This is an optimization exercise on Yosys and OpenROAD, whose aim is small area and a short achievable clock period, not a production implementation.
In this exercise RTL edits were held to simulation tests only and were not proved equivalent to the original.
Power and IR drop assume default switching activity.

`flow/run.sh`:
```
#!/bin/bash
# synth_recipe.tcl (not shown) runs the flow's synth.tcl, then flattens the netlist and writes it again
# the make line also repeats each setting of config.mk as NAME=value (left out here)
make -C /OpenROAD-flow-scripts/flow DESIGN_CONFIG=/design/flow/config.mk WORK_HOME=/design/flow/orfs CLKGATE_MAP_FILE= SYNTH_SCRIPT=/design/flow/synth_recipe.tcl finish
```
`flow/config.mk`:
```
export PLATFORM = sky130hd
export DESIGN_NAME = risc16b
export DESIGN_NICKNAME = risc16b
export VERILOG_FILES = /design/flow/design.v
export SDC_FILE = /design/flow/constraint.sdc
export NUM_CORES = 4
export LEC_CHECK = 0
export CAP_MARGIN = 20
export CORE_MARGIN = 2
export CORE_UTILIZATION = 40
export PLACE_DENSITY = 0.6
export SLEW_MARGIN = 20
```
`flow/constraint.sdc`:
```
create_clock -name core_clock -period 7.0 [get_ports {clk}]
set_input_delay 1.4000 -clock core_clock [delete_from_list [all_inputs] [get_ports {clk}]]
set_output_delay 1.4000 -clock core_clock [all_outputs]
set_load 0.01 [all_outputs]
```
`flow/design.v`:
```
`default_nettype none
  module risc16b
    (
     input wire 	 clk,
     input wire 	 rst,
     output logic [15:0] i_addr,
     output logic 	 i_oe,
     input wire [15:0] 	 i_din,
     output logic [15:0] d_addr,
     output logic 	 d_oe,
     input wire [15:0] 	 d_din,
     output logic [15:0] d_dout,
     output logic [1:0]  d_we
     );
   logic [15:0] 	 alu_ain, alu_bin, alu_dout;
   logic [3:0] 		 alu_op;
   logic [2:0] 		 reg_file_rnum1, reg_file_rnum2, reg_file_wnum;
   logic [15:0] 	 reg_file_dout1, reg_file_dout2, reg_file_din;
   logic 		 reg_file_we;
   logic [15:0] 	 ex_result_in;
   logic 		 ex_reg_file_we_in, ex_reg_file_we_reg;
   logic [15:0] 	 ex_result_reg;  
   logic [15:0] 	 ex_ir;          
   alu16 alu16_inst(.ain(alu_ain), .bin(alu_bin), .op(alu_op), .dout(alu_dout));
   reg_file reg_file_inst
     (.clk(clk), .rst(rst), .we(reg_file_we),
      .rnum1(reg_file_rnum1), .rnum2(reg_file_rnum2), .wnum(reg_file_wnum),
      .dout1(reg_file_dout1), .dout2(reg_file_dout2), .din(reg_file_din));
   logic [15:0] 	 if_pc;  
   logic [15:0] 	 if_ir;  
   logic [15:0] 	 if_pc_bta;
   logic 		 if_pc_we;
   always_ff @(posedge clk) begin
      if(rst)
	if_pc <= 16'd0;
      else if (if_pc_we == 1)
        if_pc <= if_pc_bta;
      else
        if_pc <= if_pc + 16'd2;
   end
   always_ff @(posedge clk) begin
      if (rst)
        if_ir <= 16'd0;
      else
        if_ir <= i_din;
   end
   assign i_oe = 1'b1;
   assign i_addr = if_pc;
   logic [15:0]   id_operand_reg1, id_operand_reg2;  
   logic [15:0]   id_ir;  
   logic [15:0]   id_imm_reg;  
   logic [15:0]   id_pc;
   logic [15:0]   id_operand_in1, id_imm_in;
   assign reg_file_rnum1 = if_ir[10:8];
   assign reg_file_rnum2 = if_ir[7:5];
   assign if_pc_bta = (id_imm_in + if_pc);
   always_ff @(posedge clk) begin
      if (rst)
        id_pc <= 16'd0;
      else 
        id_pc <= if_pc;
   end   
   always_comb begin
      if (rst)
        id_operand_in1 = 16'd0;
      else if(if_ir[10:8]== id_ir[10:8] & ex_reg_file_we_in == 1)
	id_operand_in1 = ex_result_in;
      else if(if_ir[10:8]==ex_ir[10:8] & reg_file_we == 1)
	id_operand_in1 = ex_result_reg;
      else 
        id_operand_in1 = reg_file_dout1;
   end
   always_ff @(posedge clk) begin
      if(rst)
	id_operand_reg1 <= 16'b0;
      else
	id_operand_reg1 <= id_operand_in1;
   end
   always_comb begin
      if(if_ir[15:11] == 5'b10000 && id_operand_in1 == 0)
	if_pc_we = 1'b1;
      else if(if_ir[15:11] == 5'b10001 && id_operand_in1 != 0)
	if_pc_we = 1'b1;
      else if(if_ir[15:11] == 5'b10010 && id_operand_in1[15] == 1)
	if_pc_we = 1'b1;
      else if(if_ir[15:11] == 5'b10011 && id_operand_in1[15] == 0)
	if_pc_we = 1'b1;
      else if(if_ir[15:11] == 5'b11000)
	if_pc_we = 1'b1;
      else
	if_pc_we = 1'b0;
   end  
   always_ff @(posedge clk) begin
      if (rst)
        id_imm_reg <= 16'd0;
      else
	id_imm_reg <= id_imm_in;
   end
   always_ff @(posedge clk) begin
      if (rst) 
        id_ir <= 16'd0;
      else
        id_ir <= if_ir;
   end
   always_ff @(posedge clk) begin
      if (rst)
        id_operand_reg2 <= 16'd0;
      else if(if_ir[7:5]== id_ir[10:8] & ex_reg_file_we_in == 1)
	id_operand_reg2 <= ex_result_in;
      else if(if_ir[7:5]== ex_ir[10:8] & reg_file_we == 1)
	id_operand_reg2 <= ex_result_reg;
      else 
        id_operand_reg2 <= reg_file_dout2;
   end
   always_comb begin
      if(if_ir[15:11] == 5'b00100 || if_ir[15] == 1'b1)
	id_imm_in = {{8{if_ir[7]}}, if_ir[7:0]};
      else
	id_imm_in = {8'b0, if_ir[7:0]};      
   end  
   logic [15:0]       ex_operand_reg1;
   assign ex_reg_file_we_in = (id_ir == 16'h0 ||  id_ir[15] == 1'h1 || (id_ir[15:11]==5'b0 && id_ir[4]==1'b1 && id_ir[0] == 1'b0)) ? 1'b0 : 1'b1;
   always_ff @(posedge clk) begin
      if (rst)
	ex_reg_file_we_reg <= 16'd0;
      else
	ex_reg_file_we_reg <= ex_reg_file_we_in;
   end
   assign d_addr = id_operand_reg2;
   always_comb begin
      if(id_ir[15:11]==5'b0 && (id_ir[4] == 1'b1 && id_ir[0] == 1'b1))
	d_oe = 1'd1;
      else
	d_oe = 1'd0;
   end
   always_comb begin
      if(id_ir[4:0] == 5'b10000 && id_ir[15:11] == 5'b0)
	d_dout = id_operand_reg1;
      else if(id_ir[4:0] == 5'b10010 && id_operand_reg2[0] == 1'b0) begin
	 d_dout[7:0] = 0;
	 d_dout[15:8] = id_operand_reg1[7:0];
      end
      else if(id_ir[4:0] == 5'b10010 && id_operand_reg2[0] == 1'b1) begin
	 d_dout[7:0] = id_operand_reg1[7:0];
	 d_dout[15:8] = 0;
      end
      else
	d_dout = 16'b0;
   end  
   always_comb begin
      if(id_ir[15:11]==5'b0 && id_ir[4:0] == 5'b10000)
	d_we = 2'b11;
      else if(id_ir[15:11]==5'b0 && id_ir[4:0] == 5'b10010)begin
	 if(id_operand_reg2[0] == 1'b0)
	   d_we = 2'b01;
	 else
	   d_we = 2'b10;
      end
      else
	d_we = 2'b00;
   end
   always_ff @(posedge clk) begin
      if(rst)
	ex_result_reg <= 16'd0;
      else
	ex_result_reg <= ex_result_in;
   end
   always_comb begin
      if( id_ir[15:11] == 5'b00000 && id_ir[4:0]== 5'b10011   )begin
	 if(id_operand_reg2[0]==1'b0)begin
	    ex_result_in[7:0] = d_din[15:8]  ;
	    ex_result_in[15:8] = 8'b0;
	 end
	 else begin
	    ex_result_in[15:8]= 8'b0;
	    ex_result_in[7:0]=d_din[7:0];
	 end
      end
      else if (id_ir[15:11]==5'd0 && id_ir[4:0]==5'b10001)begin
	 ex_result_in = d_din;
      end
      else
	ex_result_in = alu_dout;
   end  
   always_comb begin
      if(id_ir[15] == 1'b1)
	alu_ain = id_pc;
      else
	alu_ain = id_operand_reg1;
   end
   always_ff @(posedge clk) begin
      if (rst)
	ex_ir <= 16'd0;
      else
	ex_ir <= id_ir;
   end
   always_comb begin
      if(id_ir[15] == 1'b1)
	alu_op <= 4'b0100;
      else
	if (id_ir[14:11] == 4'b0000 )
	  alu_op <= id_ir[3:0];
	else
	  alu_op <= id_ir[14:11];
   end
   always_comb begin
      if (id_ir[15:11] == 5'b00000)
	alu_bin = id_operand_reg2;
      else
	alu_bin = id_imm_reg;
   end
   assign reg_file_wnum = ex_ir[10:8];
   assign reg_file_din = ex_result_reg;
   assign reg_file_we = ex_reg_file_we_reg;
endmodule
module reg_file
  (
   input wire 	       clk, rst,
   input wire [2:0]    rnum1, rnum2,
   output logic [15:0] dout1, dout2,
   input wire [2:0]    wnum,
   input wire [15:0]   din,
   input wire 	       we
   );
   logic [15:0]        registers[8];
   assign dout1 = registers[rnum1];
   assign dout2 = registers[rnum2];
   always_ff @(posedge clk) begin
      if (rst)
	for (int i = 0; i < 8; i++) registers[i] <= 16'h0000;
      else if (we)
	registers[wnum] <= din;
   end
endmodule
module alu16
  (
   input wire [15:0]   ain, bin,
   input wire [3:0]    op,
   output logic [15:0] dout
   );
   always_comb begin
      case(op)
	4'b0000 : dout = ain;
	4'b0001 : dout = bin;
	4'b0010 : dout = ~bin;
	4'b0011 : dout = ain ^ bin;
	4'b0100 : dout = ain + bin;
	4'b0101 : dout = ain - bin;
	4'b0110 : dout = bin << 8;
	4'b0111 : dout = bin >> 8;
	4'b1000 : dout = bin << 1;
	4'b1001 : dout = bin >> 1;
	4'b1010 : dout = ain & bin;
	4'b1011 : dout = ain|bin;
	4'b1100 : begin
	   if(ain - bin > 0)
	     dout = 255 - ain + bin;
	   else
	     dout = 255 - bin + ain;
	end
	default : dout = 16'h0000;
      endcase  
   end
endmodule
`default_nettype wire
```
==> impl_metrics.prom <==
# TYPE chip_impl_metric gauge
chip_impl_metric{name="layout-drive-gt1-share",unit=""} 0.184
chip_impl_metric{name="worstPathRequired",unit="ps"} 7440
chip_impl_metric{name="async_flop_share",unit=""} 0
chip_impl_metric{name="fin_skew",unit="ps"} 21.1
chip_impl_metric{name="drt_pass1_iterations",unit=""} 7
chip_impl_metric{name="cts_htree_levels",unit=""} 1
chip_impl_metric{name="areaGrowthSynthToFinish",unit="%"} 19.5
chip_impl_metric{name="grt_util_all_layers",unit=""} 0.295
chip_impl_metric{name="number_of_global_route_vias_before_repair",unit=""} 16100
chip_impl_info{name="layout_commonest_cell",value="sky130_fd_sc_hd__buf_4"} 1
chip_impl_info{name="status",value="timing/DRC/antenna clean"} 1
chip_impl_info{name="timing.setup.critical_path_class",value="reg -> reg"} 1
chip_impl_metric{name="cts-buffers-inserted",unit=""} 24
chip_impl_metric{name="syn_area_cell",unit="sq um"} 9.54
chip_impl_metric{name="cts.path.max_buffers",unit=""} 3
chip_impl_metric{name="fp.dieH",unit="um"} 217
chip_impl_info{name="reg2reg_to",value="if_pc[13]$_SDFF_PP0_"} 1
chip_impl_metric{name="worst-slew-pin-transition",unit="ps"} 1100
chip_impl_metric{name="vias",unit=""} 16200
chip_impl_metric{name="max_cap_viol_count",unit=""} 0
chip_impl_metric{name="place.detailed.instances",unit=""} 2642
chip_impl_metric{name="syn_nets",unit=""} 2034
chip_impl_metric{name="drtIter0Drc",unit=""} 1555
chip_impl_metric{name="layout_worst_path_cycle_share",unit=""} 0.965
chip_impl_metric{name="dpl.hpwl",unit="um"} 54600
chip_impl_metric{name="finalCriticalPeriod",unit="ps"} 6750
chip_impl_metric{name="diodes",unit=""} 0
chip_impl_metric{name="die_area",unit="sq um"} 47100
chip_impl_info{name="tritoncts",value="built"} 1
chip_impl_metric{name="cts.reportedPaths.clkPinSlew",unit="ps"} 70
chip_impl_metric{name="grt_max_degree",unit=""} 89
chip_impl_info{name="clockRootBuffer",value="sky130_fd_sc_hd__clkbuf_16"} 1
chip_impl_metric{name="initial_core_utilization",unit=""} 0.402
chip_impl_metric{name="power_density",unit="nW/um^2"} 264
chip_impl_metric{name="vdd_drop_max",unit="mV"} 0.245
chip_impl_metric{name="wl",unit="um"} 70500
chip_impl_info{name="layout.cells.most_common_list",value="170 x sky130_fd_sc_hd__buf_4, 151 x sky130_fd_sc_hd__nor2_1, 146 x sky130_fd_sc_hd__and2_1, 128 x sky130_fd_sc_hd__edfxtp_1, 115 x sky130_fd_sc_hd__nand2_1"} 1
chip_impl_metric{name="n_fill_cell",unit=""} 4313
chip_impl_metric{name="clock_sink_count",unit=""} 245
chip_impl_metric{name="finalNetCount",unit=""} 2211
chip_impl_metric{name="postRouteAntennaNets",unit=""} 0
chip_impl_metric{name="clk-insertion-delay-late",unit="ps"} 540
chip_impl_metric{name="setup.reg_to_reg.worst_slack",unit="ps"} 250
chip_impl_metric{name="setup_viol",unit=""} 0
chip_impl_metric{name="syn-instance-count",unit=""} 1902
chip_impl_metric{name="remaining_drc_errors",unit=""} 0
chip_impl_metric{name="number_of_rows_in_the_core_area",unit=""} 78
chip_impl_metric{name="worst_endpoint_data_arrival_time",unit="ps"} 7190
chip_impl_metric{name="synthesis.yosys.warnings",unit=""} 3
chip_impl_metric{name="worst-path-max-fanout",unit=""} 8
chip_impl_metric{name="avgRoutedWirePerCell",unit="um"} 26.2
chip_impl_info{name="registers.top_by_ff_count",value="reg_file_inst.registers"} 1
chip_impl_metric{name="route.detailed.vias_per_inst",unit=""} 6.01
chip_impl_metric{name="finalMaxSlewViolations",unit=""} 0
chip_impl_metric{name="synth.lib_cells_used.distinct",unit=""} 100
chip_impl_metric{name="grt-ovfl-total",unit=""} 0
chip_impl_metric{name="number_of_enable_flip_flop_cells_after_synthesis",unit=""} 128
chip_impl_metric{name="fp.coreArea",unit="sq um"} 45100
chip_impl_metric{name="antenna_found_initial",unit=""} 0
chip_impl_metric{name="power_leakage",unit="uW"} 0.00845
chip_impl_info{name="worstSetupStartpoint",value="id_ir[11]$_SDFF_PP0_"} 1
chip_impl_metric{name="synth_seq_cells",unit=""} 245
chip_impl_info{name="critical_path.endpoint_type",value="flop"} 1
chip_impl_metric{name="fmax",unit="MHz"} 148
chip_impl_metric{name="ioPinCount",unit=""} 86
chip_impl_metric{name="mappedNetlistArea",unit="sq um"} 18100
chip_impl_metric{name="place.port_buffers",unit=""} 84
chip_impl_metric{name="postLayoutCellArea",unit="sq um"} 21700
chip_impl_info{name="synth_ff_type",value="sky130_fd_sc_hd__edfxtp_1"} 1
chip_impl_metric{name="stdcell_count",unit=""} 2696
chip_impl_info{name="capture_point_of_the_critical_path",value="if_pc[13]$_SDFF_PP0_"} 1
chip_impl_metric{name="gp_routability_congestion",unit=""} 1.03
chip_impl_metric{name="worst_slew_margin_rel",unit=""} 0.261
chip_impl_metric{name="placedInstanceArea",unit="sq um"} 20500
chip_impl_info{name="worstSetupStartpointType",value="flop"} 1
chip_impl_metric{name="largest_reg_flops",unit=""} 128
chip_impl_metric{name="timing_hold_violations_final",unit=""} 0
chip_impl_metric{name="synth-seq-area-share",unit=""} 0.341
chip_impl_info{name="timing.rr.start",value="id_ir[11]$_SDFF_PP0_"} 1
chip_impl_metric{name="die-width",unit="um"} 217
chip_impl_metric{name="logic_depth_of_the_worst_register_to_register_path",unit=""} 24
chip_impl_info{name="timing.hold.worst.class",value="reg -> reg"} 1
chip_impl_metric{name="grt_pass1_wl",unit="um"} 104000
[worst max-delay path, cell delays in order (launching register included)]
cell and delay, ps:
sky130_fd_sc_hd__dfxtp_1 310, sky130_fd_sc_hd__or4_4 620, sky130_fd_sc_hd__nor2_8 220, sky130_fd_sc_hd__mux2i_1 280
sky130_fd_sc_hd__inv_1 90, sky130_fd_sc_hd__buf_4 150, sky130_fd_sc_hd__ha_1 370, sky130_fd_sc_hd__ha_1 370
sky130_fd_sc_hd__nor2b_1 170, sky130_fd_sc_hd__o31a_1 270, sky130_fd_sc_hd__o211ai_1 280, sky130_fd_sc_hd__a21oi_1 220
sky130_fd_sc_hd__nor4_1 280, sky130_fd_sc_hd__o22ai_1 170, sky130_fd_sc_hd__maj3_1 390, sky130_fd_sc_hd__mux2i_1 190
sky130_fd_sc_hd__nor4b_2 90, sky130_fd_sc_hd__o41ai_2 500, sky130_fd_sc_hd__o22ai_2 280, sky130_fd_sc_hd__o21ba_1 310
sky130_fd_sc_hd__a21oi_1 130, sky130_fd_sc_hd__o311a_1 370, sky130_fd_sc_hd__buf_4 160, sky130_fd_sc_hd__o22a_1 200
sky130_fd_sc_hd__a311oi_1 220
[cell type report]
type / count / area [sq um] / area share
Clock buffer: 33 / 739 / 0.0341
Multi-Input combinational cell: 1476 / 11400 / 0.528
Inverter: 75 / 282 / 0.0130
Tap cell: 600 / 751 / 0.0346
Timing Repair Buffer: 257 / 2150 / 0.0993
Sequential cell: 245 / 6190 / 0.285
Clock inverter: 10 / 131 / 0.00606
[power breakdown]
part / internal [uW] / switching, uW
sequential: 1610 / 160
combinational: 1060 / 1470
clock: 851 / 566
total: 3520 / 2200
[metrics by stage]
step	hold WS (ps)	util	worst slack (ps)	TNS (ps)	total power, uW
CTS	468	0.476	11.8	0	5610
finish	466	0.481	248	0	5720
floorplan	442	-	47.2	0	3210
global placement	465	0.455	-314	-3470	4180
detailed placement	460	0.455	-335	-3940	4170
global route	488	0.481	-17.0	-17.0	5970
[cell usage after synthesis (23+ instances only)]
master | instances | area share
sky130_fd_sc_hd__nor2b_1 | 63 | 0.022
sky130_fd_sc_hd__and2_1 | 146 | 0.050
sky130_fd_sc_hd__nand2_1 | 116 | 0.024
sky130_fd_sc_hd__edfxtp_1 | 128 | 0.21
sky130_fd_sc_hd__inv_1 | 73 | 0.015
sky130_fd_sc_hd__nor3_1 | 48 | 0.013
sky130_fd_sc_hd__xnor2_1 | 67 | 0.032
sky130_fd_sc_hd__mux2i_1 | 72 | 0.040
sky130_fd_sc_hd__o22ai_1 | 23 | 0.0079
sky130_fd_sc_hd__nor2_1 | 151 | 0.031
sky130_fd_sc_hd__a211oi_1 | 28 | 0.012
sky130_fd_sc_hd__nand3_1 | 37 | 0.010
sky130_fd_sc_hd__mux4_2 | 64 | 0.079
sky130_fd_sc_hd__a21oi_1 | 96 | 0.026
sky130_fd_sc_hd__dfxtp_1 | 117 | 0.13
sky130_fd_sc_hd__o21ai_0 | 97 | 0.027
sky130_fd_sc_hd__clkbuf_1 | 73 | 0.015
sky130_fd_sc_hd__ha_1 | 89 | 0.061
[worst min-delay path by stage]
stage | start | end | slack (ps) | cells past startpoint
6_report | if_ir[3]$_SDFF_PP0_ | id_ir[3]$_SDFF_PP0_ | 470 | 1
5_1_grt | if_ir[3]$_SDFF_PP0_ | id_ir[3]$_SDFF_PP0_ | 490 | 1
4_1_cts | if_ir[3]$_SDFF_PP0_ | id_ir[3]$_SDFF_PP0_ | 470 | 1
3_5_place_dp | if_ir[3]$_SDFF_PP0_ | id_ir[3]$_SDFF_PP0_ | 460 | 1
3_3_place_gp | if_ir[3]$_SDFF_PP0_ | id_ir[3]$_SDFF_PP0_ | 460 | 1
2_1_floorplan | if_ir[0]$_SDFF_PP0_ | id_ir[0]$_SDFF_PP0_ | 440 | 1
[logic make-up (layout without fill, tap and decap cells)]
logic type | after synthesis | after routing | synth area share
other | 1 | 1 | 0.000207
flip-flops | 245 | 245 | 0.341
XOR/XNOR | 89 | 89 | 0.0430
adder cells (fa/ha/maj) | 100 | 100 | 0.0725
AND/OR/NAND/NOR | 675 | 675 | 0.196
buffers and inverters | 181 | 375 | 0.0406
AO/OA/AOI/OAI | 453 | 453 | 0.174
multiplexers | 158 | 158 | 0.133
[timing repair]
| item | 4_1_cts | 5_1_grt |
|---|---|---|
| setup endpoints to repair | 16 | 16 |
| gates resized for setup | 6 | 35 |
| hold endpoints to repair | 0 | 0 |
| buffers inserted | 4 | 6 |
| pin swaps | 2 | 6 |
| hold buffers | 0 | 0 |
[layer usage]
metal,part of all wire,GRT usage
met1,0.40,0.370
met2,0.47,0.496
met3,0.064,0.0383
met4,0.061,0.160
met5,0,0

==> port drivers added, routing unchanged <==
The flow's constraints put no driver on any port. The routed layout listed below was extracted and timed again, unchanged, in two steps. Step 1: set_driving_cell puts a clkbuf_16 on clk and a buf_2 on each other input, an assumption about the parent block. Step 2 adds t to the input delays and takes it off the output delays; t is the mean of the earliest and latest rising clock arrival at the registers after step 1. Input paths then give back, and output paths get back, about the clock's delay inside the block. Three values: ideal ports, drivers, drivers and shift; two values: the first two.
t (ns): 0.579
slack for setup (ns): 0.248 / 0.248 / 0.248
worst setup path at the end: register to register
latest minus earliest clock arrival (ns): 0.022 / 0.021
worst data-port slew with drivers (ns): 0.04
After both steps setup and hold are still met in this run. The setup slack of this run moves by 0.000 ns with the drivers and by 0.000 ns with both steps.
